This design comes from an exercise in tuning for small area and a short achievable clock period on the open sky130 flow, not from production work.
Function was checked by simulation only, so behaviour that the tests miss may differ from the original.

==> 08-13: inputs <==
// LMS
module LMS (
    input Clk, Rst,
    input signed [15:0] x_in,
    output signed [15:0] y_out,
    output signed [15:0] w0, w1, w2, w3,
    output signed [15:0] err
);
clock: 22.0 ns
lec_check: 0
abc_area: 1
cap_margin: 20
core_margin: 2
core_utilization: 40
slew_margin: 20
standard.sh (not shown) runs the stock make flow with config.mk's settings and CLKGATE_MAP_FILE= SYNTH_SCRIPT=/design/flow/synth_recipe.tcl, a recipe that flattens the netlist after the stock synthesis.
==> flow/flow/run.sh <==
#!/bin/bash
set -euo pipefail
bash standard.sh SYNTH_ARGS=-noabc SETUP_SLACK_MARGIN=6 finish > standard_flow.log 2>&1
==> 06-28: changes against 08-13 <==
==> flow/flow/run.sh (replaced) <==
#!/bin/bash
set -euo pipefail
bash standard.sh SYNTH_ARGS=-noabc SETUP_SLACK_MARGIN=5.5 finish > standard_flow.log 2>&1
==> 08-23: changes against 08-13 <==
==> flow/run.sh (new file) <==
#!/bin/bash
# synth_recipe.tcl (not shown) runs the flow's synth.tcl, then flattens the netlist and writes it again
# the make line also repeats each setting of config.mk as NAME=value (left out here)
make -C /OpenROAD-flow-scripts/flow DESIGN_CONFIG=/design/flow/config.mk WORK_HOME=/design/flow/orfs CLKGATE_MAP_FILE= SYNTH_SCRIPT=/design/flow/synth_recipe.tcl finish
- SETUP_SLACK_MARGIN: unset -> 5
removed: flow/flow/run.sh
removed: flow/standard.sh
==> summary of the runs <==
06-28 passed the timing, DRC and antenna checks. 08-13 passed the timing, DRC and antenna checks. 08-23 finished with timing, DRC and antenna clean.
The lowest clock skew belongs to 08-23, the highest to 06-28.
In flip-flop and latch count, 06-28 and 08-13 do not differ.
Setup slack: 08-23 < 06-28 < 08-13.
Critical path depth: 06-28 < 08-23 < 08-13.
The lowest non-clock buffer count belongs to 06-28, the highest to 08-13.
Die area: 06-28 is lower than 08-23 (about 4.5%).
Via count, lowest first: 06-28, 08-13, 08-23.
Hold slack, lowest first: 08-23, 08-13, 06-28.
==> figures <==
quantity                                                     08-13          08-23        06-28
Non-Filler Instances                                         8,953          9,857        8,906
Final routed wirelength across all metal layers           248.3 mm       267.2 mm     245.4 mm
Tap cell instance count                                      2,030          2,160        2,030
Post-route minimum period                                 15.53 ns       16.47 ns     15.93 ns
Result of the run                 no timing/DRC/antenna violations  no timing/DRC/antenna violations  no timing/DRC/antenna violations
Req. time, crit path                                      22.51 ns       22.50 ns     22.48 ns
Share of the yosys chip area belonging to registers        0.07158        0.06834      0.07158
Fill cells                                                  14,770         16,020       14,840
Normalized max-slew margin                                  0.2966         0.3635       0.3114
Non-clock buffer total of the final layout                     393            347          344
Mux contribution to synthesized area                      0.001281       0.001223     0.001281
Clock Network Area Fraction                               0.008455       0.008852     0.008580
Unrepaired setup endpoints after global routing                yes            yes           no
First-pass GRT wire length                                362.8 mm       388.7 mm     362.3 mm
Routing usage on met1                                       0.4090         0.4422       0.4103
R2r worst-path depth                                            57             54           51

==> inputs of lagoon <==
Starting RTL as in the previous note.
==> flow/config.mk <==
export PLATFORM = sky130hd
export DESIGN_NAME = LMS
export DESIGN_NICKNAME = LMS
export VERILOG_FILES = /design/flow/design.v
export SDC_FILE = /design/flow/constraint.sdc
export NUM_CORES = 4
export LEC_CHECK = 0
export ABC_AREA = 1
export CAP_MARGIN = 20
export CORE_MARGIN = 2
export CORE_UTILIZATION = 40
export SLEW_MARGIN = 20
export TNS_END_PERCENT = 5
==> flow/constraint.sdc <==
create_clock -name core_clock -period 22.0 [get_ports {Clk}]
set_input_delay 4.4000 -clock core_clock [delete_from_list [all_inputs] [get_ports {Clk}]]
set_output_delay 4.4000 -clock core_clock [all_outputs]
set_load 0.01 [all_outputs]
==> flow/flow/run.sh <==
#!/bin/bash
set -euo pipefail
bash standard.sh SYNTH_ARGS=-noabc SETUP_SLACK_MARGIN=7 finish > standard_flow.log 2>&1
==> ember: changes against lagoon <==
==> flow/flow/run.sh (replaced) <==
#!/bin/bash
set -euo pipefail
bash standard.sh SYNTH_ARGS=-noabc SETUP_SLACK_MARGIN=6 finish > standard_flow.log 2>&1
Settings changed: PLACE_DENSITY set to 0.7, TNS_END_PERCENT 5 to unset.
==> results.txt <==
Part of the cycle the worst path needs: lagoon 0.675; ember 0.704
Post-CTS Setup Inserts: lagoon 174; ember 11
Terminus of the critical flop-to-flop path: lagoon wn3[15]; ember wn0[15]
Run status: lagoon finished clean; ember finished clean
Violation count after the first detailed-route iteration: lagoon 7072; ember 7170
Clock tree skew after final layout: lagoon 0.0309 ns; ember 0.0253 ns
NumNets Final: lagoon 8654; ember 8456
M1 WL: lagoon 97200 um; ember 91900 um
CTS clock-pin slew for the worst setup and hold paths: lagoon 0.09 ns; ember 0.08 ns
Cell count after placement: lagoon 8753; ember 8751
Worst Setup EP: lagoon wn3[15]; ember wn0[15]
Global Route met1 Usage: lagoon 0.412; ember 0.392
Startpoint of the worst setup timing path: lagoon xtwo3[4]; ember xtwo1[3]
Multi-input combinational cell count: lagoon 5586; ember 5584
Number of antenna repair diodes: lagoon 5; ember 4
Max Fclk: lagoon 67.3 MHz; ember 64.6 MHz
Hold slack: lagoon 0.483 ns; ember 0.508 ns

port drivers added, routing unchanged:
In the flow no input, the clock included, has a driving cell. The finished layouts below were timed again as built, in two steps.
Step 1 sets driving cells, clkbuf_16 on the clock port and buf_2 on the other inputs (assumed; they add their load-dependent delay and slew).
Step 2 adds t to the input delays and takes it off the output delays; t is the mean of the earliest and latest rising clock arrival at the registers after step 1. Input paths then give back, and output paths get back, about the clock's delay inside the block.
Slacks: no drivers / after step 1 / after step 2; pairs: no drivers / after step 1.
| run | shift t [ns] | setup slack, ns | worst data-port slew with drivers (ns) | pins driven straight from the clock port |
|---|---|---|---|---|
| 08-13 | 0.665 | 6.468 / 6.468 / 6.468 | 0.05 | 1 |
| 06-28 | 0.662 | 6.067 / 6.067 / 6.067 | 0.05 | 1 |
| 08-23 | 0.668 | 5.534 / 5.534 / 5.534 | 0.05 | 1 |
| lagoon | 0.667 | 7.145 / 7.145 / 7.145 | 0.05 | 1 |
| ember | 0.631 | 6.518 / 6.518 / 6.518 | 0.06 | 1 |
After both steps setup and hold are still met in every run listed.
